From an optimization exercise on the open Yosys and OpenROAD flow, aimed at small area, a short achievable clock period and few clock cycles per item; shortcuts taken in it are not production practice.
RTL that was checked went through simulation tests only; none was proved equivalent to the original.
The RTL of run 3 was laid out without a check of its function.
No activity file was given, so power comes from the tool's default toggle rates.

**flow/config.mk**
```make
export PLATFORM = sky130hd
export DESIGN_NAME = aq_axi_sdma64
export DESIGN_NICKNAME = aq_axi_sdma64
export VERILOG_FILES = /design/flow/design.v
export SDC_FILE = /design/flow/constraint.sdc
export NUM_CORES = 4
export LEC_CHECK = 0
export ABC_CLOCK_PERIOD_IN_PS = 2200
export CAP_MARGIN = 20
export CORE_MARGIN = 2
export CORE_UTILIZATION = 70
export CTS_BUF_LIST = sky130_fd_sc_hd__clkbuf_8 sky130_fd_sc_hd__clkbuf_16
export CTS_CLUSTER_DIAMETER = 60
export CTS_CLUSTER_SIZE = 30
export PLACE_DENSITY = 0.8
export SETUP_SLACK_MARGIN = 3.2
export SLEW_MARGIN = 20
```
**flow/constraint.sdc**
```tcl
create_clock -name core_clock -period 5.5 [get_ports {ACLK}]
set_input_delay 1.1000 -clock core_clock [delete_from_list [all_inputs] [get_ports {ACLK}]]
set_output_delay 1.1000 -clock core_clock [all_outputs]
set_load 0.01 [all_outputs]
```
**flow/standard.sh**
```bash
#!/bin/bash
# synth_recipe.tcl (not shown) runs the flow's synth.tcl, then flattens the netlist and writes it again
# the make line also repeats each setting of config.mk as NAME=value (left out here)
make -C /OpenROAD-flow-scripts/flow DESIGN_CONFIG=/design/flow/config.mk WORK_HOME=/design/flow/orfs CLKGATE_MAP_FILE= SYNTH_SCRIPT=/design/flow/synth_recipe.tcl "${@:-finish}"
```
**flow/design.v**
```verilog
module aq_axi_sdma64_ctrl
(
  input         ARESETN,
  input         ACLK,
  input [7:0]   S_AXI_AWADDR,
  input         S_AXI_AWVALID,
  output        S_AXI_AWREADY,
  input [31:0]  S_AXI_WDATA,
  input         S_AXI_WVALID,
  output        S_AXI_WREADY,
  output        S_AXI_BVALID,
  input         S_AXI_BREADY,
  input [7:0]   S_AXI_ARADDR,
  input         S_AXI_ARVALID,
  output        S_AXI_ARREADY,
  output [31:0] S_AXI_RDATA,
  output        S_AXI_RVALID,
  input         S_AXI_RREADY,
  output        INTERRUPT,
  output        MASTER_RST,
  output        WR_START,
  output [31:0] WR_ADRS,
  output [31:0] WR_COUNT,
  input         WR_READY,
  input         WR_INT,
  input         WR_FIFO_EMPTY,
  input         WR_FIFO_FULL,
  output        RD_START,
  output [31:0] RD_ADRS,
  output [31:0] RD_COUNT,
  input         RD_READY,
  input         RD_INT,
  input         RD_FIFO_EMPTY,
  input         RD_FIFO_FULL
);
  localparam I_STATUS     = 6'h00;
  localparam I_INT_STATUS = 6'h01;
  localparam I_INT_MASK   = 6'h02;
  localparam I_WR_START   = 6'h04;
  localparam I_WR_ADRS    = 6'h05;
  localparam I_WR_COUNT   = 6'h06;
  localparam I_RD_START   = 6'h08;
  localparam I_RD_ADRS    = 6'h09;
  localparam I_RD_COUNT   = 6'h0A;
  localparam I_TESTDATA   = 6'h0C;
  reg         idle, bvalid, wacc, rpend, rvalid;
  reg [9:0]   sel;
  reg [31:0]  rdata;            
  reg         intr;
  wire        aw_go  = idle & S_AXI_AWVALID & S_AXI_WVALID;
  wire        ar_go  = idle & S_AXI_ARVALID & ~S_AXI_AWVALID;
  wire [5:0]  idx    = S_AXI_AWVALID ? S_AXI_AWADDR[7:2] : S_AXI_ARADDR[7:2];
  wire        wr_ena = wacc;
  wire [31:0] wdata  = rdata;
  wire        bvalid_n = aw_go | (bvalid & ~S_AXI_BREADY);
  wire        rvalid_n = rpend | (rvalid & ~S_AXI_RREADY);
  always @(posedge ACLK or negedge ARESETN) begin
    if(!ARESETN) begin
      idle   <= 1'b0;
      bvalid <= 1'b0;
      wacc   <= 1'b0;
      rpend  <= 1'b0;
      rvalid <= 1'b0;
    end else begin
      bvalid <= bvalid_n;
      wacc   <= aw_go;
      rpend  <= ar_go;
      rvalid <= rvalid_n;
      idle   <= ~aw_go & ~ar_go & ~rpend & ~bvalid_n & ~rvalid_n;
    end
  end
  always @(posedge ACLK) begin
    if(idle) begin
      sel[0] <= (idx == I_STATUS);
      sel[1] <= (idx == I_INT_STATUS);
      sel[2] <= (idx == I_INT_MASK);
      sel[3] <= (idx == I_WR_START);
      sel[4] <= (idx == I_WR_ADRS);
      sel[5] <= (idx == I_WR_COUNT);
      sel[6] <= (idx == I_RD_START);
      sel[7] <= (idx == I_RD_ADRS);
      sel[8] <= (idx == I_RD_COUNT);
      sel[9] <= (idx == I_TESTDATA);
    end
  end
  assign S_AXI_AWREADY = idle;
  assign S_AXI_WREADY  = idle;
  assign S_AXI_ARREADY = idle;
  assign S_AXI_BVALID  = bvalid;
  assign S_AXI_RVALID  = rvalid;
  assign S_AXI_RDATA   = rdata;
  reg           reg_master_reset;
  reg           reg_wr_start1, reg_rd_start1;
  reg           reg_wr_start2, reg_rd_start2;
  reg [31:0]    reg_wr_adrs, reg_rd_adrs;
  reg [31:0]    reg_wr_count, reg_rd_count;
  reg [31:0]    reg_testdata;
  reg [31:0]    reg_int_mask;
  reg [1:0]     reg_int;
  always @(posedge ACLK) begin
    if(aw_go) begin
      rdata <= S_AXI_WDATA;
    end else if(rpend) begin
      rdata <= ({32{sel[0]}} & {reg_master_reset, 31'd0})
             | ({32{sel[1]}} & {30'd0, reg_int})
             | ({32{sel[2]}} & reg_int_mask)
             | ({32{sel[3]}} & {12'd0, WR_FIFO_EMPTY, WR_FIFO_EMPTY, WR_FIFO_FULL, WR_FIFO_FULL, 7'd0, WR_READY, 6'd0, reg_wr_start2, reg_wr_start1})
             | ({32{sel[4]}} & reg_wr_adrs)
             | ({32{sel[5]}} & reg_wr_count)
             | ({32{sel[6]}} & {12'd0, RD_FIFO_EMPTY, RD_FIFO_EMPTY, RD_FIFO_FULL, RD_FIFO_FULL, 7'd0, RD_READY, 6'd0, reg_rd_start2, reg_rd_start1})
             | ({32{sel[7]}} & reg_rd_adrs)
             | ({32{sel[8]}} & reg_rd_count)
             | ({32{sel[9]}} & reg_testdata);
    end
  end
  wire w_status   = wr_ena & sel[0];
  wire w_int_stat = wr_ena & sel[1];
  wire w_int_mask = wr_ena & sel[2];
  wire w_wr_start = wr_ena & sel[3];
  wire w_wr_adrs  = wr_ena & sel[4];
  wire w_wr_count = wr_ena & sel[5];
  wire w_rd_start = wr_ena & sel[6];
  wire w_rd_adrs  = wr_ena & sel[7];
  wire w_rd_count = wr_ena & sel[8];
  wire w_testdata = wr_ena & sel[9];
  wire [1:0] int_n;
  assign int_n[0] = WR_INT | (reg_int[0] & ~(w_int_stat & wdata[0]));
  assign int_n[1] = RD_INT | (reg_int[1] & ~(w_int_stat & wdata[1]));
  wire [1:0] mask_n = w_int_mask ? wdata[1:0] : reg_int_mask[1:0];
  always @(posedge ACLK or negedge ARESETN) begin
    if(!ARESETN) begin
      reg_master_reset <= 1'b0;
      reg_wr_adrs      <= 32'd0;
      reg_wr_count     <= 32'd0;
      reg_rd_adrs      <= 32'd0;
      reg_rd_count     <= 32'd0;
      reg_wr_start1    <= 1'b0;
      reg_wr_start2    <= 1'b0;
      reg_rd_start1    <= 1'b0;
      reg_rd_start2    <= 1'b0;
      reg_int_mask     <= 32'd0;
      reg_int          <= 2'd0;
      reg_testdata     <= 32'd0;
      intr             <= 1'b0;
    end else begin
      if(w_status)   reg_master_reset <= wdata[31];
      if(w_int_mask) reg_int_mask     <= wdata;
      if(w_wr_start) reg_wr_start2    <= wdata[1];
      if(w_wr_adrs)  reg_wr_adrs      <= wdata;
      if(w_wr_count) reg_wr_count     <= wdata;
      if(w_rd_start) reg_rd_start2    <= wdata[1];
      if(w_rd_adrs)  reg_rd_adrs      <= wdata;
      if(w_rd_count) reg_rd_count     <= wdata;
      if(w_testdata) reg_testdata     <= wdata;
      if(!WR_READY)        reg_wr_start1 <= 1'b0;
      else if(w_wr_start)  reg_wr_start1 <= wdata[0];
      if(!RD_READY)        reg_rd_start1 <= 1'b0;
      else if(w_rd_start)  reg_rd_start1 <= wdata[0];
      reg_int <= int_n;
      intr    <= |(int_n & mask_n);
    end
  end
  assign WR_START   = reg_wr_start1 | reg_wr_start2;
  assign WR_ADRS    = reg_wr_adrs;
  assign WR_COUNT   = reg_wr_count;
  assign RD_START   = reg_rd_start1 | reg_rd_start2;
  assign RD_ADRS    = reg_rd_adrs;
  assign RD_COUNT   = reg_rd_count;
  assign MASTER_RST = reg_master_reset;
  assign INTERRUPT  = intr;
endmodule
module aq_axi_sdma64_master
(
  input         ARESETN,
  input         ACLK,
  output [31:0] M_AXI_AWADDR,
  output [7:0]  M_AXI_AWLEN,
  output        M_AXI_AWVALID,
  input         M_AXI_AWREADY,
  output        M_AXI_WLAST,
  output        M_AXI_WVALID,
  input         M_AXI_WREADY,
  input         M_AXI_BVALID,
  output        M_AXI_BREADY,
  output [31:0] M_AXI_ARADDR,
  output [7:0]  M_AXI_ARLEN,
  output        M_AXI_ARVALID,
  input         M_AXI_ARREADY,
  input         M_AXI_RLAST,
  input         M_AXI_RVALID,
  input         MASTER_RST,
  input         WR_START,
  input [31:0]  WR_ADRS,
  input [31:0]  WR_LEN,
  output        WR_READY,
  output        WR_INT,
  output        WR_FIFO_RE,
  input         WR_FIFO_EMPTY,
  input         WR_FIFO_HV_N,
  input         RD_START,
  input [31:0]  RD_ADRS,
  input [31:0]  RD_LEN,
  output        RD_READY,
  output        RD_LAST,
  output        RD_INT,
  output        RD_FIFO_WE,
  input         RD_FIFO_READY     
);
  localparam OUTST = 2'd3;
  reg         w_busy, aw_pend, awvalid;
  reg [28:0]  aw_addr;        
  reg [7:0]   aw_len;
  reg [20:0]  aw_f;           
  reg         aw_z;           
  reg [7:0]   w_l;            
  reg [1:0]   wq, bq;         
  reg         w_act;          
  reg         wvld;           
  reg [7:0]   wbeat;
  reg         wlast;
  reg         aw_hs_d;        
  wire [7:0]  w_li     = WR_LEN[10:3] - 8'd1;
  wire        w_z0     = (WR_LEN[10:3] == 8'd0);
  wire        w_start  = WR_START & ~w_busy;
  wire        aw_hs    = awvalid & M_AXI_AWREADY;
  wire        aw_final = (aw_f == {20'd0, aw_z});
  wire        w_vld    = wvld;
  wire        w_hs     = w_vld & M_AXI_WREADY;
  wire        b_hs     = M_AXI_BVALID & (bq != 2'd0);
  wire        w_done   = b_hs & ~aw_pend & (bq == 2'd1);
  wire        aw_pend_n = aw_pend & ~(aw_hs & aw_final);
  wire [1:0]  bq_n      = bq + {1'b0, aw_hs} - {1'b0, b_hs};
  wire [1:0]  wq_n      = wq + {1'b0, aw_hs} - {1'b0, w_hs & wlast};
  wire [7:0]  wbeat_n   = w_hs ? (wlast ? 8'd0 : wbeat + 8'd1) : wbeat;
  wire        w_l0      = (w_l == 8'd0);
  wire        w_fin_cur = ~aw_pend & (wq == 2'd1);
  wire        w_inc_last = ((wbeat + 8'd1) == (w_fin_cur ? w_l : 8'hFF));
  wire        w_end_last = w_l0 & (aw_hs ? (aw_final & (wq == 2'd1)) : (~aw_pend & (wq == 2'd2)));
  wire        w_new_last = aw_hs & aw_final & w_l0;
  wire        wlast_n    = w_hs ? (wlast ? w_end_last : w_inc_last)
                                : ((wq == 2'd0) ? w_new_last : wlast);
  always @(posedge ACLK or negedge ARESETN) begin
    if(!ARESETN) begin
      w_busy  <= 1'b0;
      aw_pend <= 1'b0;
      awvalid <= 1'b0;
      wq      <= 2'd0;
      bq      <= 2'd0;
      w_act   <= 1'b0;
      wvld    <= 1'b0;
      wbeat   <= 8'd0;
      aw_hs_d <= 1'b0;
    end else if(MASTER_RST) begin
      w_busy  <= 1'b0;
      aw_pend <= 1'b0;
      awvalid <= 1'b0;
      wq      <= 2'd0;
      bq      <= 2'd0;
      w_act   <= 1'b0;
      wvld    <= 1'b0;
      wbeat   <= 8'd0;
      aw_hs_d <= 1'b0;
    end else if(w_start) begin
      w_busy  <= 1'b1;
      aw_pend <= 1'b1;
      awvalid <= 1'b1;
    end else begin
      if(w_done) w_busy <= 1'b0;
      aw_pend <= aw_pend_n;
      awvalid <= aw_pend_n & ~aw_hs & (bq_n != OUTST);
      aw_hs_d <= aw_hs & ~aw_final;
      wq      <= wq_n;
      bq      <= bq_n;
      w_act   <= (wq_n != 2'd0);
      wvld    <= (wq_n != 2'd0) & WR_FIFO_HV_N;
      wbeat   <= wbeat_n;
    end
  end
  always @(posedge ACLK) begin
    wlast <= wlast_n;
    if(~w_busy) begin
      aw_addr <= WR_ADRS[31:3];
      aw_f    <= WR_LEN[31:11];
      aw_z    <= w_z0;
      aw_len  <= (WR_LEN[31:11] == {20'd0, w_z0}) ? w_li : 8'hFF;
      w_l     <= w_li;
    end else if(aw_hs_d) begin
      aw_addr[28:8] <= aw_addr[28:8] + 21'd1;
      aw_f          <= aw_f - 21'd1;
      aw_len        <= (aw_f == {19'd0, aw_z, ~aw_z}) ? w_l : 8'hFF;
    end
  end
  assign M_AXI_AWADDR  = {aw_addr, 3'b000};
  assign M_AXI_AWLEN   = aw_len;
  assign M_AXI_AWVALID = awvalid;
  assign M_AXI_WLAST   = wlast;
  assign M_AXI_WVALID  = w_vld;
  assign M_AXI_BREADY  = 1'b1;
  assign WR_FIFO_RE    = w_hs;
  assign WR_INT        = w_done;
  assign WR_READY      = ~w_busy;
  reg         r_busy, ar_pend, arvalid;
  reg [28:0]  ar_addr;
  reg [7:0]   ar_len;
  reg [20:0]  ar_f;
  reg         ar_z;
  reg [7:0]   r_l;
  reg [1:0]   rq;             
  reg         ar_hs_d;
  wire [7:0]  r_l0     = RD_LEN[10:3] - 8'd1;
  wire        r_z0     = (RD_LEN[10:3] == 8'd0);
  wire        r_start  = RD_START & ~r_busy;
  wire        ar_hs    = arvalid & M_AXI_ARREADY;
  wire        ar_final = (ar_f == {20'd0, ar_z});
  wire        r_hs     = M_AXI_RVALID & RD_FIFO_READY;
  wire        r_final  = ~ar_pend & (rq == 2'd1);
  wire        r_end    = r_hs & M_AXI_RLAST & (rq != 2'd0);
  wire        r_done   = r_end & r_final;
  wire        ar_pend_n = ar_pend & ~(ar_hs & ar_final);
  wire [1:0]  rq_n      = rq + {1'b0, ar_hs} - {1'b0, r_end};
  always @(posedge ACLK or negedge ARESETN) begin
    if(!ARESETN) begin
      r_busy  <= 1'b0;
      ar_pend <= 1'b0;
      arvalid <= 1'b0;
      rq      <= 2'd0;
      ar_hs_d <= 1'b0;
    end else if(r_start) begin
      r_busy  <= 1'b1;
      ar_pend <= 1'b1;
      arvalid <= 1'b1;
    end else begin
      if(r_done) r_busy <= 1'b0;
      ar_pend <= ar_pend_n;
      arvalid <= ar_pend_n & ~ar_hs & (rq_n != OUTST);
      ar_hs_d <= ar_hs & ~ar_final;
      rq      <= rq_n;
    end
  end
  always @(posedge ACLK) begin
    if(~r_busy) begin
      ar_addr <= RD_ADRS[31:3];
      ar_f    <= RD_LEN[31:11];
      ar_z    <= r_z0;
      ar_len  <= (RD_LEN[31:11] == {20'd0, r_z0}) ? r_l0 : 8'hFF;
      r_l     <= r_l0;
    end else if(ar_hs_d) begin
      ar_addr[28:8] <= ar_addr[28:8] + 21'd1;
      ar_f          <= ar_f - 21'd1;
      ar_len        <= (ar_f == {19'd0, ar_z, ~ar_z}) ? r_l : 8'hFF;
    end
  end
  assign M_AXI_ARADDR  = {ar_addr, 3'b000};
  assign M_AXI_ARLEN   = ar_len;
  assign M_AXI_ARVALID = arvalid;
  assign RD_FIFO_WE    = r_hs;
  assign RD_LAST       = M_AXI_RLAST & r_final;
  assign RD_INT        = r_done;
  assign RD_READY      = ~r_busy;
endmodule
module aq_axi_sdma64_fifo
#(
  parameter W = 64
)
(
  input          RST_N,
  input          RST,
  input          CLK,
  input          WREN,
  input [W-1:0]  DI,
  output         FULL,
  output         NFULL,       
  input          RDEN,
  output [W-1:0] DO,
  output         EMPTY,
  output         HV_N         
);
  reg [W-1:0] head, skid;
  reg         hv, sv;           
  reg         nf;               
  wire we = WREN & nf;
  wire re = RDEN & hv;
  wire hv_n = sv | we | (hv & ~re);
  always @(posedge CLK) begin
    if((re & (sv | we)) | (we & ~hv)) head <= sv ? skid : DI;
    if(we & hv & ~re)                 skid <= DI;
  end
  always @(posedge CLK or negedge RST_N) begin
    if(!RST_N) begin
      hv <= 1'b0;
      sv <= 1'b0;
      nf <= 1'b0;
    end else if(RST) begin
      hv <= 1'b0;
      sv <= 1'b0;
      nf <= 1'b1;
    end else begin
      hv <= hv_n;
      sv <= (sv & ~re) | (we & hv & ~re);
      nf <= ~((sv & ~re) | (we & hv & ~re));
    end
  end
  assign DO    = head;
  assign FULL  = sv;
  assign NFULL = nf;
  assign EMPTY = ~hv;
  assign HV_N  = hv_n & ~RST;
endmodule
module aq_axi_sdma64
(
  input         ARESETN,
  input         ACLK,
  input [15:0]  S_AXI_AWADDR,
  input [3:0]   S_AXI_AWCACHE,
  input [2:0]   S_AXI_AWPROT,
  input         S_AXI_AWVALID,
  output        S_AXI_AWREADY,
  input [31:0]  S_AXI_WDATA,
  input [3:0]   S_AXI_WSTRB,
  input         S_AXI_WVALID,
  output        S_AXI_WREADY,
  output        S_AXI_BVALID,
  input         S_AXI_BREADY,
  output [1:0]  S_AXI_BRESP,
  input [15:0]  S_AXI_ARADDR,
  input [3:0]   S_AXI_ARCACHE,
  input [2:0]   S_AXI_ARPROT,
  input         S_AXI_ARVALID,
  output        S_AXI_ARREADY,
  output [31:0] S_AXI_RDATA,
  output [1:0]  S_AXI_RRESP,
  output        S_AXI_RVALID,
  input         S_AXI_RREADY,
  output [0:0]  M_AXI_AWID,
  output [31:0] M_AXI_AWADDR,
  output [7:0]  M_AXI_AWLEN,
  output [2:0]  M_AXI_AWSIZE,
  output [1:0]  M_AXI_AWBURST,
  output        M_AXI_AWLOCK,
  output [3:0]  M_AXI_AWCACHE,
  output [2:0]  M_AXI_AWPROT,
  output [3:0]  M_AXI_AWQOS,
  output [0:0]  M_AXI_AWUSER,
  output        M_AXI_AWVALID,
  input         M_AXI_AWREADY,
  output [63:0] M_AXI_WDATA,
  output [7:0]  M_AXI_WSTRB,
  output        M_AXI_WLAST,
  output [0:0]  M_AXI_WUSER,
  output        M_AXI_WVALID,
  input         M_AXI_WREADY,
  input [0:0]   M_AXI_BID,
  input [1:0]   M_AXI_BRESP,
  input [0:0]   M_AXI_BUSER,
  input         M_AXI_BVALID,
  output        M_AXI_BREADY,
  output [0:0]  M_AXI_ARID,
  output [31:0] M_AXI_ARADDR,
  output [7:0]  M_AXI_ARLEN,
  output [2:0]  M_AXI_ARSIZE,
  output [1:0]  M_AXI_ARBURST,
  output [1:0]  M_AXI_ARLOCK,
  output [3:0]  M_AXI_ARCACHE,
  output [2:0]  M_AXI_ARPROT,
  output [3:0]  M_AXI_ARQOS,
  output [0:0]  M_AXI_ARUSER,
  output        M_AXI_ARVALID,
  input         M_AXI_ARREADY,
  input [0:0]   M_AXI_RID,
  input [63:0]  M_AXI_RDATA,
  input [1:0]   M_AXI_RRESP,
  input         M_AXI_RLAST,
  input [0:0]   M_AXI_RUSER,
  input         M_AXI_RVALID,
  output        M_AXI_RREADY,
  input [63:0]  W_AXIS_TDATA,
  input         W_AXIS_TVALID,
  output        W_AXIS_TREADY,
  input [7:0]   W_AXIS_TSTRB,
  input         W_AXIS_TKEEP,
  input         W_AXIS_TLAST,
  output [63:0] R_AXIS_TDATA,
  output        R_AXIS_TVALID,
  input         R_AXIS_TREADY,
  output        R_AXIS_TLAST,
  input         W_FRAME_SYNC,
  input         R_FRAME_SYNC,
  output        INTERRUPT
);
  wire        master_rst;
  wire        wr_start, wr_ready, wr_int;
  wire [31:0] wr_adrs, wr_len;
  wire        wr_fifo_re, wr_fifo_empty, wr_fifo_full, wr_fifo_hv_n;
  wire        rd_start, rd_ready, rd_last, rd_int;
  wire [31:0] rd_adrs, rd_len;
  wire        rd_fifo_we, rd_fifo_full, rd_fifo_empty;
  aq_axi_sdma64_ctrl u_aq_axi_sdma64_ctrl
  (
    .ARESETN        ( ARESETN ),
    .ACLK           ( ACLK ),
    .S_AXI_AWADDR   ( S_AXI_AWADDR[7:0] ),
    .S_AXI_AWVALID  ( S_AXI_AWVALID ),
    .S_AXI_AWREADY  ( S_AXI_AWREADY ),
    .S_AXI_WDATA    ( S_AXI_WDATA ),
    .S_AXI_WVALID   ( S_AXI_WVALID ),
    .S_AXI_WREADY   ( S_AXI_WREADY ),
    .S_AXI_BVALID   ( S_AXI_BVALID ),
    .S_AXI_BREADY   ( S_AXI_BREADY ),
    .S_AXI_ARADDR   ( S_AXI_ARADDR[7:0] ),
    .S_AXI_ARVALID  ( S_AXI_ARVALID ),
    .S_AXI_ARREADY  ( S_AXI_ARREADY ),
    .S_AXI_RDATA    ( S_AXI_RDATA ),
    .S_AXI_RVALID   ( S_AXI_RVALID ),
    .S_AXI_RREADY   ( S_AXI_RREADY ),
    .INTERRUPT      ( INTERRUPT ),
    .MASTER_RST     ( master_rst ),
    .WR_START       ( wr_start ),
    .WR_ADRS        ( wr_adrs ),
    .WR_COUNT       ( wr_len ),
    .WR_READY       ( wr_ready ),
    .WR_INT         ( wr_int ),
    .WR_FIFO_EMPTY  ( wr_fifo_empty ),
    .WR_FIFO_FULL   ( wr_fifo_full ),
    .RD_START       ( rd_start ),
    .RD_ADRS        ( rd_adrs ),
    .RD_COUNT       ( rd_len ),
    .RD_READY       ( rd_ready ),
    .RD_INT         ( rd_int ),
    .RD_FIFO_EMPTY  ( rd_fifo_empty ),
    .RD_FIFO_FULL   ( rd_fifo_full )
  );
  assign S_AXI_BRESP = 2'b00;
  assign S_AXI_RRESP = 2'b00;
  aq_axi_sdma64_master u_aq_axi_sdma64_master
  (
    .ARESETN        ( ARESETN ),
    .ACLK           ( ACLK ),
    .M_AXI_AWADDR   ( M_AXI_AWADDR ),
    .M_AXI_AWLEN    ( M_AXI_AWLEN ),
    .M_AXI_AWVALID  ( M_AXI_AWVALID ),
    .M_AXI_AWREADY  ( M_AXI_AWREADY ),
    .M_AXI_WLAST    ( M_AXI_WLAST ),
    .M_AXI_WVALID   ( M_AXI_WVALID ),
    .M_AXI_WREADY   ( M_AXI_WREADY ),
    .M_AXI_BVALID   ( M_AXI_BVALID ),
    .M_AXI_BREADY   ( M_AXI_BREADY ),
    .M_AXI_ARADDR   ( M_AXI_ARADDR ),
    .M_AXI_ARLEN    ( M_AXI_ARLEN ),
    .M_AXI_ARVALID  ( M_AXI_ARVALID ),
    .M_AXI_ARREADY  ( M_AXI_ARREADY ),
    .M_AXI_RLAST    ( M_AXI_RLAST ),
    .M_AXI_RVALID   ( M_AXI_RVALID ),
    .MASTER_RST     ( master_rst ),
    .WR_START       ( wr_start & W_FRAME_SYNC ),
    .WR_ADRS        ( wr_adrs ),
    .WR_LEN         ( wr_len ),
    .WR_READY       ( wr_ready ),
    .WR_INT         ( wr_int ),
    .WR_FIFO_RE     ( wr_fifo_re ),
    .WR_FIFO_EMPTY  ( wr_fifo_empty ),
    .WR_FIFO_HV_N   ( wr_fifo_hv_n ),
    .RD_START       ( rd_start & R_FRAME_SYNC ),
    .RD_ADRS        ( rd_adrs ),
    .RD_LEN         ( rd_len ),
    .RD_READY       ( rd_ready ),
    .RD_LAST        ( rd_last ),
    .RD_INT         ( rd_int ),
    .RD_FIFO_WE     ( rd_fifo_we ),
    .RD_FIFO_READY  ( M_AXI_RREADY )
  );
  assign M_AXI_AWID    = 1'b0;
  assign M_AXI_AWSIZE  = 3'b011;
  assign M_AXI_AWBURST = 2'b01;
  assign M_AXI_AWLOCK  = 1'b0;
  assign M_AXI_AWCACHE = 4'b0011;
  assign M_AXI_AWPROT  = 3'b000;
  assign M_AXI_AWQOS   = 4'b0000;
  assign M_AXI_AWUSER  = 1'b1;
  assign M_AXI_WSTRB   = 8'hFF;
  assign M_AXI_WUSER   = 1'b1;
  assign M_AXI_ARID    = 1'b0;
  assign M_AXI_ARSIZE  = 3'b011;
  assign M_AXI_ARBURST = 2'b01;
  assign M_AXI_ARLOCK  = 2'b00;
  assign M_AXI_ARCACHE = 4'b0011;
  assign M_AXI_ARPROT  = 3'b000;
  assign M_AXI_ARQOS   = 4'b0000;
  assign M_AXI_ARUSER  = 1'b1;
  aq_axi_sdma64_fifo #(.W(65)) u_aq_axi_sdma64_rfifo
  (
    .RST_N    ( ARESETN ),
    .RST      ( master_rst ),
    .CLK      ( ACLK ),
    .WREN     ( rd_fifo_we ),
    .DI       ( {rd_last, M_AXI_RDATA} ),
    .FULL     ( rd_fifo_full ),
    .NFULL    ( M_AXI_RREADY ),
    .RDEN     ( R_AXIS_TREADY ),
    .DO       ( {R_AXIS_TLAST, R_AXIS_TDATA} ),
    .EMPTY    ( rd_fifo_empty ),
    .HV_N     ()
  );
  assign R_AXIS_TVALID = ~rd_fifo_empty;
  aq_axi_sdma64_fifo #(.W(64)) u_aq_axi_sdma64_wfifo
  (
    .RST_N    ( ARESETN ),
    .RST      ( master_rst ),
    .CLK      ( ACLK ),
    .WREN     ( W_AXIS_TVALID ),
    .DI       ( W_AXIS_TDATA ),
    .FULL     ( wr_fifo_full ),
    .NFULL    ( W_AXIS_TREADY ),
    .RDEN     ( wr_fifo_re ),
    .DO       ( M_AXI_WDATA ),
    .EMPTY    ( wr_fifo_empty ),
    .HV_N     ( wr_fifo_hv_n )
  );
endmodule
```
**flow/flow/run.sh**
```bash
#!/bin/bash
set -euo pipefail
export BUFFER_PORTS_ARGS="-buffer_cell sky130_fd_sc_hd__buf_1"
bash standard.sh > standard.log 2>&1
```
==> impl_metrics.tcl, run 1 <==
set metrics [dict create \
    outcome "complete, no violations" \
    rsz0062_at_grt "yes" \
    cp_slowest_cell "edfxtp_1" \
    ios 552 \
    netlist-cell-type-count 69 \
    cts.sinks 669 \
    num_rows 74 \
    yosysSeqAreaShare_pct 65.6 \
    layout_common_cells "edfxtp_1, buf_1, mux2_2, dfrtp_1, nor2_1" \
    grt_pass1_vias 19200 \
    antenna_found_initial 4 \
    clk_pin_slew_ns 0.11 \
    final_util_pct 82.9 \
    crit_path_max_fanout 4 \
    mostFrequentLayoutCell "edfxtp_1" \
    cts_buffers 41 \
    setup_slack_ns 3.05 \
    yosys_most_used_dff "edfxtp_1" \
    drt_iter0_drc 2096 \
    crit_path_end "M_AXI_AWADDR[11]" \
    drc 0 \
    grt_pass1_wl_mm 114 \
    min_path_cells 0 \
    path_class "register to output pin" \
    ys.warnings.count 4 \
    clock_skew_ns 0.0383 \
    synth-xor-area-share_pct 3.25 \
    drive_above_1_share_pct 26.6 \
    rrSetupSlack_ns 3.18 \
    crit_cells 1 \
    syn_inst 2033 \
    cts_tree "built" \
    dieArea_mm2 0.0429 \
    root_buffer "clkbuf_16" \
    tightest_slew_ns 1.04 \
    synth_fa_ha_area_share_pct 0.650 \
    min_period_ns 2.45 \
    synth_area_mm2 0.0289 \
    clk_latency_ns 0.62 \
    max_freq_ghz 0.408 \
    multi_input_area_mm2 0.00947 \
    worst_path_largest_cell_delay_ns 0.55 \
    clock_path_buffers 3 \
    ir_drop_mv 0.405 \
    path_cells "clkbuf_2" \
    r2r_end "u_aq_axi_sdma64_ctrl.reg_wr_count[25]$_DFFE_PN0P_" \
    die_x_um 207 \
    synth_top_family_by_area "multiplexers" \
    vias 19800 \
    fillCellCount 2239 \
    power.leakage_nw 12.7 \
    critical_path_buf_inv_count 1 \
    period_share_pct 44.6 \
    wl_per_cell_um 24.2 \
    rr_worst_depth 2 \
    drt_wl_total_mm 75.9 \
    maxCapViolCount 0 \
    vias_per_cell 6.31 \
    area_growth_pct 17.0 \
    crit_arrival_ns 1.35 \
    setup_viol 0 \
    slew_viol_final 0 \
    required_ns 4.40 \
    fin_setup_tns_ns 0 \
    post_synth_mux_area_share_pct 12.9 \
    crit_start "u_aq_axi_sdma64_master.aw_addr[8]$_DFFE_PP_" \
    synth-compound-area-share_pct 7.09 \
    pre_cts_slack_ns 2.21 \
    synth-seq-cells 669 \
    postRouteAntennaNets 0 \
    dp_hpwl_mm 49.6 \
    cts_max_level 2 \
    grt-ovfl-total 0 \
    async_reset_ff_share_pct 35.0 \
    final-seq-area_mm2 0.0189 \
    synth_edf_count 435 \
    first_pass_iters 5 \
    start_util_pct 70.8 \
    routabilityCongestion 0.871 \
    port_buffers 436 \
    r2r-start "u_aq_axi_sdma64_ctrl.wacc$_DFF_PN0_" \
    hold_viol_final 0 \
    relSlewSlack_pct 30.4 \
    start_kind "register" \
    pwr_density_cell_mw_per_mm2 569 \
    worstSetupEndpointType "output pin" \
    hold_path.class "register to register" \
    gr-usage-all-layers_pct 34.4 \
    cts_hold_buf 0 \
    grt_max_degree 104 \
    die_h_um 207 \
    avgSynthCellArea_um2 14.2 \
    final_nets 2824 \
    coreArea_mm2 0.0407 \
    synthSimpleGateAreaFrac_pct 7.07 \
    critPathTopFamily "flip-flops" \
]
## sequential cells by signal (all words and copies together) (netlist names), 21 cells and up
| name | flops |
|---|---|
| u_aq_axi_sdma64_rfifo.skid | 65 |
| u_aq_axi_sdma64_ctrl.rdata | 32 |
| u_aq_axi_sdma64_master.aw_f | 21 |
| u_aq_axi_sdma64_ctrl.reg_rd_adrs | 32 |
| u_aq_axi_sdma64_ctrl.reg_wr_count | 32 |
| u_aq_axi_sdma64_ctrl.reg_wr_adrs | 32 |
| u_aq_axi_sdma64_ctrl.reg_int_mask | 32 |
| u_aq_axi_sdma64_rfifo.head | 65 |
| u_aq_axi_sdma64_master.ar_addr | 29 |
| u_aq_axi_sdma64_ctrl.reg_testdata | 32 |
| u_aq_axi_sdma64_wfifo.skid | 64 |
| u_aq_axi_sdma64_wfifo.head | 64 |
| u_aq_axi_sdma64_master.ar_f | 21 |
| u_aq_axi_sdma64_ctrl.reg_rd_count | 32 |
| u_aq_axi_sdma64_master.aw_addr | 29 |
## layer usage
layer / GRT usage, % / routed length, um / vias up
met5: 0 / 0 / -
met4: 12.7 / 3030 / 0
met2: 56.5 / 37500 / 1097
li1: - / - / 8595
met1: 46.1 / 28500 / 9892
met3: 6.96 / 6780 / 190
## per-stage QoR
| step | power (mW) | std cells | area, um2 | hold slack (ns) |
|---|---|---|---|---|
| after CTS | 18.8 | 3090 | 33300 | 0.487 |
| after detailed placement | 14.9 | 2928 | 30900 | 0.466 |
| after global placement | 14.5 | 2928 | 30900 | 0.455 |
| final | 19.2 | 3132 | 33800 | 0.489 |
| after floorplan | 12.8 | 2090 | 29200 | 0.441 |
| after global routing | 20.1 | 3132 | 33800 | 0.497 |
## synth_stat cells (25+ instances only)
master / number / area (um2)
mux2_2: 328 / 3690
a31oi_1: 36 / 225
a221oi_1: 33 / 289
o21ai_0: 25 / 125
edfxtp_1: 435 / 13100
clkbuf_1: 56 / 210
a22o_1: 28 / 245
a22oi_1: 37 / 278
buf_1: 33 / 124
a21oi_1: 89 / 445
inv_1: 51 / 191
nand3_1: 31 / 155
buf_4: 61 / 458
nor2_1: 170 / 638
xnor2_1: 60 / 526
nand2_1: 64 / 240
dfrtp_1: 234 / 5860
nor3_1: 36 / 180
xor2_1: 47 / 412
## power breakdown
group          total, mW  switching, mW  internal, mW
registers           9.34           1.52          7.82
logic               6.40           3.52          2.87
clock network       3.49           1.95          1.54
## cell type report
cell class,instances,share of cell area [%]
Sequential cell,669,56.1
Multi-Input combinational cell,1221,28.1
Timing Repair Buffer,580,8.98
Clock buffer,41,3.04
Tap cell,532,1.97
Clock inverter,34,1.29
Inverter,51,0.567
Antenna cell,4,0.0296
## logic make-up after synthesis
kind of cell,Yosys count
buffers and inverters,202
adder cells (fa/ha/maj),15
AO/OA/AOI/OAI,299
flip-flops,669
multiplexers,332
AND/OR/NAND/NOR,407
other,2
XOR/XNOR,107
## worst min path at each step
| stage | startpoint | end |
|---|---|---|
| floorplan | u_aq_axi_sdma64_master.ar_hs_d$_DFFE_PN0N_ | u_aq_axi_sdma64_master.ar_hs_d$_DFFE_PN0N_ |
| global placement | u_aq_axi_sdma64_ctrl.reg_rd_adrs[9]$_DFFE_PN0P_ | u_aq_axi_sdma64_master.ar_addr[6]$_DFFE_PN_ |
| detailed placement | u_aq_axi_sdma64_ctrl.reg_rd_adrs[9]$_DFFE_PN0P_ | u_aq_axi_sdma64_master.ar_addr[6]$_DFFE_PN_ |
| CTS | u_aq_axi_sdma64_ctrl.reg_rd_adrs[3]$_DFFE_PN0P_ | u_aq_axi_sdma64_master.ar_addr[0]$_DFFE_PN_ |
| global route | u_aq_axi_sdma64_ctrl.reg_rd_adrs[10]$_DFFE_PN0P_ | u_aq_axi_sdma64_master.ar_addr[7]$_DFFE_PN_ |
| finish | u_aq_axi_sdma64_ctrl.reg_rd_adrs[3]$_DFFE_PN0P_ | u_aq_axi_sdma64_master.ar_addr[0]$_DFFE_PN_ |
## timing repair
action | CTS | global route
buffers inserted | 85 | 38
resized for setup | 83 | 79
gates cloned | 2 | 0
pin swaps | 2 | 8
setup endpoints to repair | 254 | 169
Testbench counts, summed over its fixed seeds: cycles 113,529, bytes 935,008.
==> run 2: changes to the inputs <==
==> flow/config.mk (replaced) <==
export PLATFORM = sky130hd
export DESIGN_NAME = aq_axi_sdma64
export DESIGN_NICKNAME = aq_axi_sdma64
export VERILOG_FILES = /design/flow/design.v
export SDC_FILE = /design/flow/constraint.sdc
export NUM_CORES = 4
export LEC_CHECK = 0
export ABC_AREA = 1
export CAP_MARGIN = 20
export CORE_MARGIN = 2
export CORE_UTILIZATION = 70
export CTS_CLUSTER_DIAMETER = 70
export CTS_CLUSTER_SIZE = 32
export PLACE_DENSITY = 0.8
export SETUP_SLACK_MARGIN = 3.25
export SLEW_MARGIN = 20
==> run 2 against run 1 <==
Worst hold slack better by 0.0071 ns; register-to-register slack improved by 0.08 ns; sequential cell count unchanged; total power down 5.6%; critical path type unchanged; clock power decreased by 4%; count of clock-buffer cells in the layout down 3; cell count is 26% higher; critical endpoint is now S_AXI_RDATA[21]; via count grew 20%; still clean.
==> impl_metrics.tcl, run 2 <==
set metrics [dict create \
    grt-ovfl-total 0 \
    hold_viol_final 0 \
    port_buffers 436 \
    synth_edf_count 435 \
    outcome "complete, no violations" \
    critical_path_buf_inv_count 1 \
    crit_path_max_fanout 2 \
    root_buffer "clkbuf_16" \
    power.leakage_nw 14.2 \
    gr-usage-all-layers_pct 38.0 \
    clk_latency_ns 0.60 \
    mostFrequentLayoutCell "nand2_1" \
    vias_per_cell 6.00 \
    cts.sinks 669 \
    required_ns 4.40 \
    cts_buffers 36 \
    dieArea_mm2 0.0435 \
    pwr_density_cell_mw_per_mm2 537 \
    place_area_mm2 0.0313 \
    num_rows 74 \
    max_freq_ghz 0.432 \
    die_h_um 209 \
    die_x_um 209 \
    cts_max_level 2 \
    synth_top_area_share_pct 44.5 \
    period_share_pct 42.1 \
    synth_area_mm2 0.0293 \
    dp_hpwl_mm 56.8 \
    coreArea_mm2 0.0411 \
    postRouteAntennaNets 0 \
    relSlewSlack_pct 40.2 \
    fin_setup_tns_ns 0 \
    cp_slowest_cell "edfxtp_1" \
    ys.warnings.count 4 \
    cts_tree "built" \
    clock_path_buffers 3 \
    worstSetupEndpointType "output pin" \
    grt_max_degree 141 \
    vias 23700 \
    ios 552 \
    yosysMostFrequentCell "nand2_1" \
    cts_hold_buf 0 \
    yosysTopAreaCell "edfxtp_1" \
    worst_path_largest_cell_delay_ns 0.46 \
    yosysSeqAreaShare_pct 64.5 \
    synth_area_leaders "edfxtp_1, dfrtp_1, nand2_1" \
    clk_pin_slew_ns 0.12 \
    drt_iter0_drc 3001 \
    tightest_slew_ns 0.896 \
    drc 0 \
    synth-seq-cells 669 \
    drt_wl_total_mm 85.3 \
    routabilityCongestion 0.923 \
    dp_cells 3775 \
    power_mw 18.2 \
    hold_path.class "register to register" \
    drive_above_1_share_pct 12.4 \
    slew_viol_final 0 \
    rsz0062_at_grt "yes" \
    start_kind "register" \
    wl_per_cell_um 21.6 \
    avgSynthCellArea_um2 10.1 \
    setup_viol 0 \
    async_reset_ff_share_pct 35.0 \
    fin_cells 3944 \
    crit_arrival_ns 1.22 \
    final_area_mm2 0.0338 \
    netlist-cell-type-count 54 \
    start_util_pct 71.3 \
    min_period_ns 2.32 \
    first_pass_iters 6 \
    grt_pass1_vias 22300 \
    syn_inst 2902 \
    path_cells "buf_6" \
    holdWs_ns 0.496 \
    area_growth_pct 15.4 \
    final_nets 3629 \
    clock_skew_ns 0.0353 \
    reg_top3 "u_aq_axi_sdma64_rfifo.head (65), u_aq_axi_sdma64_rfifo.skid (65)" \
    synth_commonest_cells "nand2_1, edfxtp_1, o21ai_0" \
    path_class "register to output pin" \
    antenna_found_initial 13 \
    maxCapViolCount 0 \
    layout_common_cells "nand2_1, edfxtp_1, buf_1, o21ai_0, dfrtp_1" \
    ir_drop_mv 0.382 \
    grt_pass1_wl_mm 127 \
    yosys_most_used_dff "edfxtp_1" \
    critPathTopFamily "flip-flops" \
]
-- run 2: cell count changes after synthesis, moves of 16 or more --
cell,delta
inv_1,+151
a2bb2oi_1,-16
mux2_2,-327
a21oi_1,-65
xnor2_1,-36
o21ai_0,+271
a22o_1,-22
nor2_1,-35
clkbuf_1,+45
a22oi_1,-36
nand2_1,+930
nand3_1,+30
a31oi_1,-17
buf_1,-28
-- run 2: report_power, final --
group	switching (mW)	leakage (nW)	internal [mW]
Combinational	3.88	6.49	2.07
Sequential	1.33	7.09	7.53
Clock	1.86	0.649	1.48
-- run 2: layout make-up --
class / count / area, um2
antenna: 17 / 42.5
clock buffer: 38 / 930
clock inverter: 26 / 435
fill: 2509 / 7270
inverter: 212 / 828
multi-input combinational: 1900 / 9080
sequential: 669 / 18900
tap: 532 / 666
timing repair buffer: 549 / 2930
timing repair inverter: 1 / 5.00
-- run 2: cell families after synthesis --
family,share of synthesized area (%)
simple gates,18.4
flops,64.5
compound gates,8.70
buf+inv,5.86
xor+xnor,1.76
fa+ha+maj,0.640
other cells,0.0256
mux,0.0725
-- run 2: tightest hold or removal path, stage by stage, from the launching register on --
cell and delay, ns:
dfrtp_1 0.36, nand2_1 0.05, o21ai_0 0.06
-- run 2: path summary, 6_finish.rpt --
kind	from	end	slack, ns	depth (start not counted)
worst min-delay path	u_aq_axi_sdma64_ctrl.reg_int_mask[12]$_DFFE_PN0P_	u_aq_axi_sdma64_ctrl.reg_int_mask[12]$_DFFE_PN0P_	0.50	2
worst max register to register	u_aq_axi_sdma64_ctrl.sel[5]$_DFFE_PP_	u_aq_axi_sdma64_ctrl.rdata[4]$_DFFE_PP_	3.26	5
worst min register to register	u_aq_axi_sdma64_ctrl.reg_int_mask[12]$_DFFE_PN0P_	u_aq_axi_sdma64_ctrl.reg_int_mask[12]$_DFFE_PN0P_	0.50	2
worst max-delay path	u_aq_axi_sdma64_ctrl.rdata[21]$_DFFE_PP_	S_AXI_RDATA[21]	3.18	1
min in group asynchronous	ARESETN	u_aq_axi_sdma64_ctrl.reg_wr_count[27]$_DFFE_PN0P_	0.59	1
max in group asynchronous	ARESETN	u_aq_axi_sdma64_ctrl.reg_rd_count[23]$_DFFE_PN0P_	3.65	2
-- run 2: per-layer routing --
metal	routed length, um	vias up	track usage, %
met3	7710	283	6.49
met5	0	-	0
met4	5860	0	23.8
li1	-	10500	-
met1	30200	11300	47.8
met2	41600	1509	62.3
-- run 2: through the flow --
stage / util [%] / setup slack [ns]
after CTS: 81.1 / 3.14
after global routing: 82.3 / 3.16
after global placement: 76.1 / 2.23
after detailed placement: 76.1 / 2.16
final: 82.3 / 3.18
after floorplan: - / 2.87
-- run 2: what timing repair did --
action                     CTS  global route
gates cloned                 2             1
pin swaps                    1             3
gates resized for setup     89           132
buffers inserted            59            26
setup endpoints to repair  294           263
==> run 3: changes to the inputs <==
--- a/flow/design.v
+++ b/flow/design.v
@@ -44,43 +44,50 @@
   localparam I_RD_COUNT   = 6'h0A;
   localparam I_TESTDATA   = 6'h0C;
-  reg         idle, bvalid, wacc, rpend, rvalid;
-  reg [9:0]   sel;
-  reg [31:0]  rdata;            
+  reg         bvalid, rvalid, idle;
+  reg [31:0]  rdata;
   reg         intr;
-  wire        aw_go  = idle & S_AXI_AWVALID & S_AXI_WVALID;
-  wire        ar_go  = idle & S_AXI_ARVALID & ~S_AXI_AWVALID;
-  wire [5:0]  idx    = S_AXI_AWVALID ? S_AXI_AWADDR[7:2] : S_AXI_ARADDR[7:2];
-  wire        wr_ena = wacc;
-  wire [31:0] wdata  = rdata;
-  wire        bvalid_n = aw_go | (bvalid & ~S_AXI_BREADY);
-  wire        rvalid_n = rpend | (rvalid & ~S_AXI_RREADY);
+  wire        wr_ena = idle & S_AXI_AWVALID & S_AXI_WVALID;
+  wire        rd_ena = idle & S_AXI_ARVALID & ~S_AXI_AWVALID;
+  wire [5:0]  widx   = S_AXI_AWADDR[7:2];
+  wire [5:0]  ridx   = S_AXI_ARADDR[7:2];
+  wire        bvalid_n = wr_ena | (bvalid & ~S_AXI_BREADY);
+  wire        rvalid_n = rd_ena | (rvalid & ~S_AXI_RREADY);
+  reg           reg_master_reset;
+  reg           reg_wr_start1, reg_rd_start1;
+  reg           reg_wr_start2, reg_rd_start2;
+  reg [31:0]    reg_wr_adrs, reg_rd_adrs;
+  reg [31:0]    reg_wr_count, reg_rd_count;
+  reg [31:0]    reg_testdata;
+  reg [31:0]    reg_int_mask;
+  reg [1:0]     reg_int;
+  reg [31:0]    rdata_n;
+  always @(*) begin
+    case(ridx)
+      I_STATUS:     rdata_n = {reg_master_reset, 31'd0};
+      I_INT_STATUS: rdata_n = {30'd0, reg_int};
+      I_INT_MASK:   rdata_n = reg_int_mask;
+      I_WR_START:   rdata_n = {12'd0, WR_FIFO_EMPTY, WR_FIFO_EMPTY, WR_FIFO_FULL, WR_FIFO_FULL, 7'd0, WR_READY, 6'd0, reg_wr_start2, reg_wr_start1};
+      I_WR_ADRS:    rdata_n = reg_wr_adrs;
+      I_WR_COUNT:   rdata_n = reg_wr_count;
+      I_RD_START:   rdata_n = {12'd0, RD_FIFO_EMPTY, RD_FIFO_EMPTY, RD_FIFO_FULL, RD_FIFO_FULL, 7'd0, RD_READY, 6'd0, reg_rd_start2, reg_rd_start1};
+      I_RD_ADRS:    rdata_n = reg_rd_adrs;
+      I_RD_COUNT:   rdata_n = reg_rd_count;
+      I_TESTDATA:   rdata_n = reg_testdata;
+      default:      rdata_n = 32'd0;
+    endcase
+  end
   always @(posedge ACLK or negedge ARESETN) begin
     if(!ARESETN) begin
-      idle   <= 1'b0;
       bvalid <= 1'b0;
-      wacc   <= 1'b0;
-      rpend  <= 1'b0;
       rvalid <= 1'b0;
+      idle   <= 1'b0;
     end else begin
       bvalid <= bvalid_n;
-      wacc   <= aw_go;
-      rpend  <= ar_go;
       rvalid <= rvalid_n;
-      idle   <= ~aw_go & ~ar_go & ~rpend & ~bvalid_n & ~rvalid_n;
+      idle   <= ~bvalid_n & ~rvalid_n;
     end
   end
   always @(posedge ACLK) begin
-    if(idle) begin
-      sel[0] <= (idx == I_STATUS);
-      sel[1] <= (idx == I_INT_STATUS);
-      sel[2] <= (idx == I_INT_MASK);
-      sel[3] <= (idx == I_WR_START);
-      sel[4] <= (idx == I_WR_ADRS);
-      sel[5] <= (idx == I_WR_COUNT);
-      sel[6] <= (idx == I_RD_START);
-      sel[7] <= (idx == I_RD_ADRS);
-      sel[8] <= (idx == I_RD_COUNT);
-      sel[9] <= (idx == I_TESTDATA);
-    end
+    if(rd_ena) rdata <= rdata_n;
   end
   assign S_AXI_AWREADY = idle;
@@ -90,42 +97,18 @@
   assign S_AXI_RVALID  = rvalid;
   assign S_AXI_RDATA   = rdata;
-  reg           reg_master_reset;
-  reg           reg_wr_start1, reg_rd_start1;
-  reg           reg_wr_start2, reg_rd_start2;
-  reg [31:0]    reg_wr_adrs, reg_rd_adrs;
-  reg [31:0]    reg_wr_count, reg_rd_count;
-  reg [31:0]    reg_testdata;
-  reg [31:0]    reg_int_mask;
-  reg [1:0]     reg_int;
-  always @(posedge ACLK) begin
-    if(aw_go) begin
-      rdata <= S_AXI_WDATA;
-    end else if(rpend) begin
-      rdata <= ({32{sel[0]}} & {reg_master_reset, 31'd0})
-             | ({32{sel[1]}} & {30'd0, reg_int})
-             | ({32{sel[2]}} & reg_int_mask)
-             | ({32{sel[3]}} & {12'd0, WR_FIFO_EMPTY, WR_FIFO_EMPTY, WR_FIFO_FULL, WR_FIFO_FULL, 7'd0, WR_READY, 6'd0, reg_wr_start2, reg_wr_start1})
-             | ({32{sel[4]}} & reg_wr_adrs)
-             | ({32{sel[5]}} & reg_wr_count)
-             | ({32{sel[6]}} & {12'd0, RD_FIFO_EMPTY, RD_FIFO_EMPTY, RD_FIFO_FULL, RD_FIFO_FULL, 7'd0, RD_READY, 6'd0, reg_rd_start2, reg_rd_start1})
-             | ({32{sel[7]}} & reg_rd_adrs)
-             | ({32{sel[8]}} & reg_rd_count)
-             | ({32{sel[9]}} & reg_testdata);
-    end
-  end
-  wire w_status   = wr_ena & sel[0];
-  wire w_int_stat = wr_ena & sel[1];
-  wire w_int_mask = wr_ena & sel[2];
-  wire w_wr_start = wr_ena & sel[3];
-  wire w_wr_adrs  = wr_ena & sel[4];
-  wire w_wr_count = wr_ena & sel[5];
-  wire w_rd_start = wr_ena & sel[6];
-  wire w_rd_adrs  = wr_ena & sel[7];
-  wire w_rd_count = wr_ena & sel[8];
-  wire w_testdata = wr_ena & sel[9];
+  wire w_status   = wr_ena & (widx == I_STATUS);
+  wire w_int_stat = wr_ena & (widx == I_INT_STATUS);
+  wire w_int_mask = wr_ena & (widx == I_INT_MASK);
+  wire w_wr_start = wr_ena & (widx == I_WR_START);
+  wire w_wr_adrs  = wr_ena & (widx == I_WR_ADRS);
+  wire w_wr_count = wr_ena & (widx == I_WR_COUNT);
+  wire w_rd_start = wr_ena & (widx == I_RD_START);
+  wire w_rd_adrs  = wr_ena & (widx == I_RD_ADRS);
+  wire w_rd_count = wr_ena & (widx == I_RD_COUNT);
+  wire w_testdata = wr_ena & (widx == I_TESTDATA);
   wire [1:0] int_n;
-  assign int_n[0] = WR_INT | (reg_int[0] & ~(w_int_stat & wdata[0]));
-  assign int_n[1] = RD_INT | (reg_int[1] & ~(w_int_stat & wdata[1]));
-  wire [1:0] mask_n = w_int_mask ? wdata[1:0] : reg_int_mask[1:0];
+  assign int_n[0] = WR_INT | (reg_int[0] & ~(w_int_stat & S_AXI_WDATA[0]));
+  assign int_n[1] = RD_INT | (reg_int[1] & ~(w_int_stat & S_AXI_WDATA[1]));
+  wire [1:0] mask_n = w_int_mask ? S_AXI_WDATA[1:0] : reg_int_mask[1:0];
   always @(posedge ACLK or negedge ARESETN) begin
     if(!ARESETN) begin
@@ -144,17 +127,17 @@
       intr             <= 1'b0;
     end else begin
-      if(w_status)   reg_master_reset <= wdata[31];
-      if(w_int_mask) reg_int_mask     <= wdata;
-      if(w_wr_start) reg_wr_start2    <= wdata[1];
-      if(w_wr_adrs)  reg_wr_adrs      <= wdata;
-      if(w_wr_count) reg_wr_count     <= wdata;
-      if(w_rd_start) reg_rd_start2    <= wdata[1];
-      if(w_rd_adrs)  reg_rd_adrs      <= wdata;
-      if(w_rd_count) reg_rd_count     <= wdata;
-      if(w_testdata) reg_testdata     <= wdata;
+      if(w_status)   reg_master_reset <= S_AXI_WDATA[31];
+      if(w_int_mask) reg_int_mask     <= S_AXI_WDATA;
+      if(w_wr_start) reg_wr_start2    <= S_AXI_WDATA[1];
+      if(w_wr_adrs)  reg_wr_adrs      <= S_AXI_WDATA;
+      if(w_wr_count) reg_wr_count     <= S_AXI_WDATA;
+      if(w_rd_start) reg_rd_start2    <= S_AXI_WDATA[1];
+      if(w_rd_adrs)  reg_rd_adrs      <= S_AXI_WDATA;
+      if(w_rd_count) reg_rd_count     <= S_AXI_WDATA;
+      if(w_testdata) reg_testdata     <= S_AXI_WDATA;
       if(!WR_READY)        reg_wr_start1 <= 1'b0;
-      else if(w_wr_start)  reg_wr_start1 <= wdata[0];
+      else if(w_wr_start)  reg_wr_start1 <= S_AXI_WDATA[0];
       if(!RD_READY)        reg_rd_start1 <= 1'b0;
-      else if(w_rd_start)  reg_rd_start1 <= wdata[0];
+      else if(w_rd_start)  reg_rd_start1 <= S_AXI_WDATA[0];
       reg_int <= int_n;
       intr    <= |(int_n & mask_n);
@@ -197,5 +180,4 @@
   output        WR_FIFO_RE,
   input         WR_FIFO_EMPTY,
-  input         WR_FIFO_HV_N,
   input         RD_START,
   input [31:0]  RD_ADRS,
@@ -216,5 +198,4 @@
   reg [1:0]   wq, bq;         
   reg         w_act;          
-  reg         wvld;           
   reg [7:0]   wbeat;
   reg         wlast;
@@ -225,5 +206,5 @@
   wire        aw_hs    = awvalid & M_AXI_AWREADY;
   wire        aw_final = (aw_f == {20'd0, aw_z});
-  wire        w_vld    = wvld;
+  wire        w_vld    = w_act & ~WR_FIFO_EMPTY;
   wire        w_hs     = w_vld & M_AXI_WREADY;
   wire        b_hs     = M_AXI_BVALID & (bq != 2'd0);
@@ -248,5 +229,4 @@
       bq      <= 2'd0;
       w_act   <= 1'b0;
-      wvld    <= 1'b0;
       wbeat   <= 8'd0;
       aw_hs_d <= 1'b0;
@@ -258,5 +238,4 @@
       bq      <= 2'd0;
       w_act   <= 1'b0;
-      wvld    <= 1'b0;
       wbeat   <= 8'd0;
       aw_hs_d <= 1'b0;
@@ -273,5 +252,4 @@
       bq      <= bq_n;
       w_act   <= (wq_n != 2'd0);
-      wvld    <= (wq_n != 2'd0) & WR_FIFO_HV_N;
       wbeat   <= wbeat_n;
     end
@@ -279,5 +257,5 @@
   always @(posedge ACLK) begin
     wlast <= wlast_n;
-    if(~w_busy) begin
+    if(w_start) begin
       aw_addr <= WR_ADRS[31:3];
       aw_f    <= WR_LEN[31:11];
@@ -339,5 +317,5 @@
   end
   always @(posedge ACLK) begin
-    if(~r_busy) begin
+    if(r_start) begin
       ar_addr <= RD_ADRS[31:3];
       ar_f    <= RD_LEN[31:11];
@@ -373,6 +351,5 @@
   input          RDEN,
   output [W-1:0] DO,
-  output         EMPTY,
-  output         HV_N         
+  output         EMPTY
 );
   reg [W-1:0] head, skid;
@@ -381,5 +358,4 @@
   wire we = WREN & nf;
   wire re = RDEN & hv;
-  wire hv_n = sv | we | (hv & ~re);
   always @(posedge CLK) begin
     if((re & (sv | we)) | (we & ~hv)) head <= sv ? skid : DI;
@@ -396,5 +372,5 @@
       nf <= 1'b1;
     end else begin
-      hv <= hv_n;
+      hv <= sv | we | (hv & ~re);
       sv <= (sv & ~re) | (we & hv & ~re);
       nf <= ~((sv & ~re) | (we & hv & ~re));
@@ -405,5 +381,4 @@
   assign NFULL = nf;
   assign EMPTY = ~hv;
-  assign HV_N  = hv_n & ~RST;
 endmodule
 module aq_axi_sdma64
@@ -491,5 +466,5 @@
   wire        wr_start, wr_ready, wr_int;
   wire [31:0] wr_adrs, wr_len;
-  wire        wr_fifo_re, wr_fifo_empty, wr_fifo_full, wr_fifo_hv_n;
+  wire        wr_fifo_re, wr_fifo_empty, wr_fifo_full;
   wire        rd_start, rd_ready, rd_last, rd_int;
   wire [31:0] rd_adrs, rd_len;
@@ -559,5 +534,4 @@
     .WR_FIFO_RE     ( wr_fifo_re ),
     .WR_FIFO_EMPTY  ( wr_fifo_empty ),
-    .WR_FIFO_HV_N   ( wr_fifo_hv_n ),
     .RD_START       ( rd_start & R_FRAME_SYNC ),
     .RD_ADRS        ( rd_adrs ),
@@ -598,6 +572,5 @@
     .RDEN     ( R_AXIS_TREADY ),
     .DO       ( {R_AXIS_TLAST, R_AXIS_TDATA} ),
-    .EMPTY    ( rd_fifo_empty ),
-    .HV_N     ()
+    .EMPTY    ( rd_fifo_empty )
   );
   assign R_AXIS_TVALID = ~rd_fifo_empty;
@@ -613,6 +586,5 @@
     .RDEN     ( wr_fifo_re ),
     .DO       ( M_AXI_WDATA ),
-    .EMPTY    ( wr_fifo_empty ),
-    .HV_N     ( wr_fifo_hv_n )
+    .EMPTY    ( wr_fifo_empty )
   );
 endmodule
==> flow/run.sh (new file) <==
#!/bin/bash
# synth_recipe.tcl (not shown) runs the flow's synth.tcl, then flattens the netlist and writes it again
# the make line also repeats each setting of config.mk as NAME=value (left out here)
make -C /OpenROAD-flow-scripts/flow DESIGN_CONFIG=/design/flow/config.mk WORK_HOME=/design/flow/orfs CLKGATE_MAP_FILE= SYNTH_SCRIPT=/design/flow/synth_recipe.tcl finish
==> flow/config.mk (replaced) <==
export PLATFORM = sky130hd
export DESIGN_NAME = aq_axi_sdma64
export DESIGN_NICKNAME = aq_axi_sdma64
export VERILOG_FILES = /design/flow/design.v
export SDC_FILE = /design/flow/constraint.sdc
export NUM_CORES = 4
export LEC_CHECK = 0
export ABC_CLOCK_PERIOD_IN_PS = 2200
export CAP_MARGIN = 20
export CORE_MARGIN = 2
export CORE_UTILIZATION = 45
export CTS_CLUSTER_DIAMETER = 60
export CTS_CLUSTER_SIZE = 30
export PLACE_DENSITY = 0.6
export SETUP_SLACK_MARGIN = 3.2
export SLEW_MARGIN = 20
removed: flow/flow/run.sh
removed: flow/standard.sh
==> run 3 against run 2 <==
Sequential power down 22%; clock power up 16%; synthesized cell count down 31%; setup slack worse by 0.11 ns; sequential cell count down 12; largest cell class unchanged; maximum frequency down 4.7%; via count down 21%; critical path type unchanged; highest routed layer is now met5.
==> impl_metrics.tcl, run 3 <==
set metrics [dict create \
    outcome "complete, no violations" \
    yosysTopAreaCell "edfxtp_1" \
    period_share_pct 44.2 \
    cts_max_level 2 \
    dieArea_mm2 0.0646 \
    num_rows 91 \
    required_ns 4.40 \
    drive_above_1_share_pct 36.4 \
    synth_edf_count 425 \
    coreArea_mm2 0.0618 \
    crit_arrival_ns 1.33 \
    holdWs_ns 0.479 \
    fin_cells 3453 \
    gr-usage-all-layers_pct 24.3 \
    cts.sinks 657 \
    path_cells "and2_4, buf_6" \
    antenna_found_initial 3 \
    ios 552 \
    dp_hpwl_mm 51.0 \
    tightest_slew_ns 1.06 \
    yosysMostFrequentCell "edfxtp_1" \
    routabilityCongestion 0.823 \
    clk_latency_ns 0.63 \
    vias_per_cell 5.39 \
    grt_pass1_wl_mm 119 \
    clock_skew_ns 0.0425 \
    crit_path_max_fanout 2 \
    maxCapViolCount 0 \
    start_kind "register" \
    cts_tree "built" \
    worst_path_largest_cell_delay_ns 0.43 \
    avgSynthCellArea_um2 14.1 \
    netlist-cell-type-count 62 \
    synth-seq-cells 657 \
    cts_buffers 48 \
    r2r-start "u_aq_axi_sdma64_master.ar_f[6]$_DFFE_PP_" \
    synth_commonest_cells "edfxtp_1, mux2_2, dfrtp_1" \
    rsz0062_at_grt "yes" \
    pwr_density_cell_mw_per_mm2 381 \
    first_pass_iters 5 \
    hold_start "u_aq_axi_sdma64_master.ar_hs_d$_DFFE_PN0N_" \
    area_growth_pct 30.7 \
    layout_common_cells "edfxtp_1, dfrtp_1, buf_2, mux2_4, clkdlybuf4s50_1" \
    yosys_most_used_dff "edfxtp_1" \
    max_freq_ghz 0.412 \
    ys.warnings.count 4 \
    drc 0 \
    hold_viol_final 0 \
    die_h_um 254 \
    synth_area_leaders "edfxtp_1, dfrtp_1, mux2_2" \
    mostFrequentLayoutCell "edfxtp_1" \
    critPathTopFamily "flip-flops" \
    port_buffers 436 \
    min_period_ns 2.43 \
    critical_path_buf_inv_count 1 \
    reg_top3 "u_aq_axi_sdma64_rfifo.head (65), u_aq_axi_sdma64_rfifo.skid (65)" \
    relSlewSlack_pct 29.0 \
    rrSetupSlack_ns 3.22 \
    yosysSeqAreaShare_pct 65.9 \
    die_x_um 254 \
    syn_inst 2005 \
    pre_cts_slack_ns 1.51 \
    start_util_pct 45.6 \
    async_reset_ff_share_pct 35.3 \
    grt-ovfl-total 0 \
    fin_setup_tns_ns 0 \
    synth_top_area_share_pct 45.3 \
    ir_drop_mv 0.324 \
    grt_pass1_vias 18800 \
    final_util_pct 59.6 \
    setup_slack_ns 3.07 \
    clock_path_buffers 3 \
    dp_cells 3214 \
    cp_slowest_cell "dfrtp_2" \
    setup_viol 0 \
    postRouteAntennaNets 0 \
    hold_path.class "register to register" \
    drt_iter0_drc 1491 \
    synth_area_mm2 0.0282 \
    slew_viol_final 0 \
    path_class "register to output pin" \
    wl_per_cell_um 23.3 \
    final_nets 2832 \
    fillCellCount 4945 \
    worstSetupEndpointType "output pin" \
    crit_start "u_aq_axi_sdma64_wfifo.hv$_DFF_PN0_" \
    drt_wl_total_mm 80.4 \
    clk_pin_slew_ns 0.09 \
    grt_max_degree 118 \
    root_buffer "clkbuf_16" \
    vias 18600 \
    cts_hold_buf 0 \
    power.leakage_nw 14.6 \
]
==> run 3: tightest hold or removal path: stages (launching register included) <==
cell     delay (ns)
dfrtp_1        0.34
nand2_1        0.05
o31ai_1        0.06
==> run 3: metrics by stage <==
step | total power [mW] | cell area (um2)
6_report | 14.0 | 36800
5_1_grt | 14.7 | 36800
4_1_cts | 14.1 | 36200
3_5_place_dp | 10.4 | 34200
3_3_place_gp | 10.3 | 34200
2_1_floorplan | 8.74 | 29700
==> run 3: path summary, 6_finish.rpt <==
check	end	cells after the start
max	M_AXI_WVALID	2
min	u_aq_axi_sdma64_master.ar_hs_d$_DFFE_PN0N_	2
max reg2reg	u_aq_axi_sdma64_master.ar_len[6]$_DFFE_PP_	6
min reg2reg	u_aq_axi_sdma64_master.ar_hs_d$_DFFE_PN0N_	2
max in group asynchronous	u_aq_axi_sdma64_ctrl.reg_testdata[25]$_DFFE_PN0P_	2
min in group asynchronous	u_aq_axi_sdma64_ctrl.bvalid$_DFF_PN0_	1
==> run 3: repair_timing <==
item,4_1_cts,5_1_grt
setup buffers,90,37
setup endpoints to repair,938,265
gates cloned,17,2
gates resized for setup,1163,86
pin swaps,25,20
hold endpoints to repair,0,0
==> run 3: cell families (layout without fill, tap and decap cells) <==
| group | count (synthesis) | after routing | share of synthesized area (%) |
|---|---|---|---|
| flip-flops | 657 | 657 | 65.9 |
| AND/OR/NAND/NOR | 458 | 465 | 8.11 |
| multiplexers | 326 | 326 | 13.0 |
| AO/OA/AOI/OAI | 254 | 254 | 5.65 |
| buffers and inverters | 188 | 732 | 3.40 |
| XOR/XNOR | 106 | 106 | 3.29 |
| adder cells (fa/ha/maj) | 14 | 14 | 0.622 |
| other | 2 | 62 | 0.0267 |
==> run 3: per-layer routing <==
metal | track usage (%) | routed length (um)
met3 | 5.64 | 6120
met5 | 0 | 13
met1 | 33.6 | 34800
met4 | 5.73 | 1610
met2 | 38.9 | 37800
==> run 3: report_power, final <==
group | leakage, nW | internal (mW) | switching (mW)
logic | 6.73 | 1.49 | 1.81
clock network | 0.838 | 1.80 | 2.06
registers | 7.03 | 6.42 | 0.462
total | 14.6 | 9.71 | 4.33
==> run 3: area by class of cell <==
type,instances,area [um2],share of cell area (%)
sequential,657,18600,50.4
multi-input combinational,1224,10200,27.6
timing repair buffer,595,5120,13.9
clock buffer,50,1230,3.34
tap,837,1050,2.84
clock inverter,40,474,1.29
inverter,44,194,0.527
timing repair inverter,3,23.8,0.0646
antenna,3,7.51,0.0204

afterwards: timing with drivers on the ports:
The results above use ideal ports. As a check the final layouts listed here were re-extracted and re-timed, cells and wires unchanged.
Step 1: set_driving_cell puts a clkbuf_16 on ACLK and a buf_2 on each other input, an assumption about the parent block.
Step 2, shift: input delay + t, output delay - t, t = (earliest + latest rising clock arrival at the registers) / 2. This alone moves slack from input paths to output paths.
a / b / c = ideal ports / drivers / drivers and shift; a / b = the first two.
| run | t, ns | setup slack, ns | worst setup path after step 2 | worst slew at a driven data input, ns | pins driven straight from the clock port |
|---|---|---|---|---|---|
| run 1 | 0.660 | 3.047 / 2.986 / 2.645 | input to register | 0.11 | 1 |
| run 2 | 0.641 | 3.184 / 3.125 / 2.690 | input to register | 0.13 | 1 |
| run 3 | 0.667 | 3.070 / 3.007 / 2.596 | input to register | 0.11 | 1 |
After both steps setup and hold are still met in every run listed. The setup slack of run 2, which loses most, moves by -0.059 ns with the drivers and by -0.494 ns with both steps.
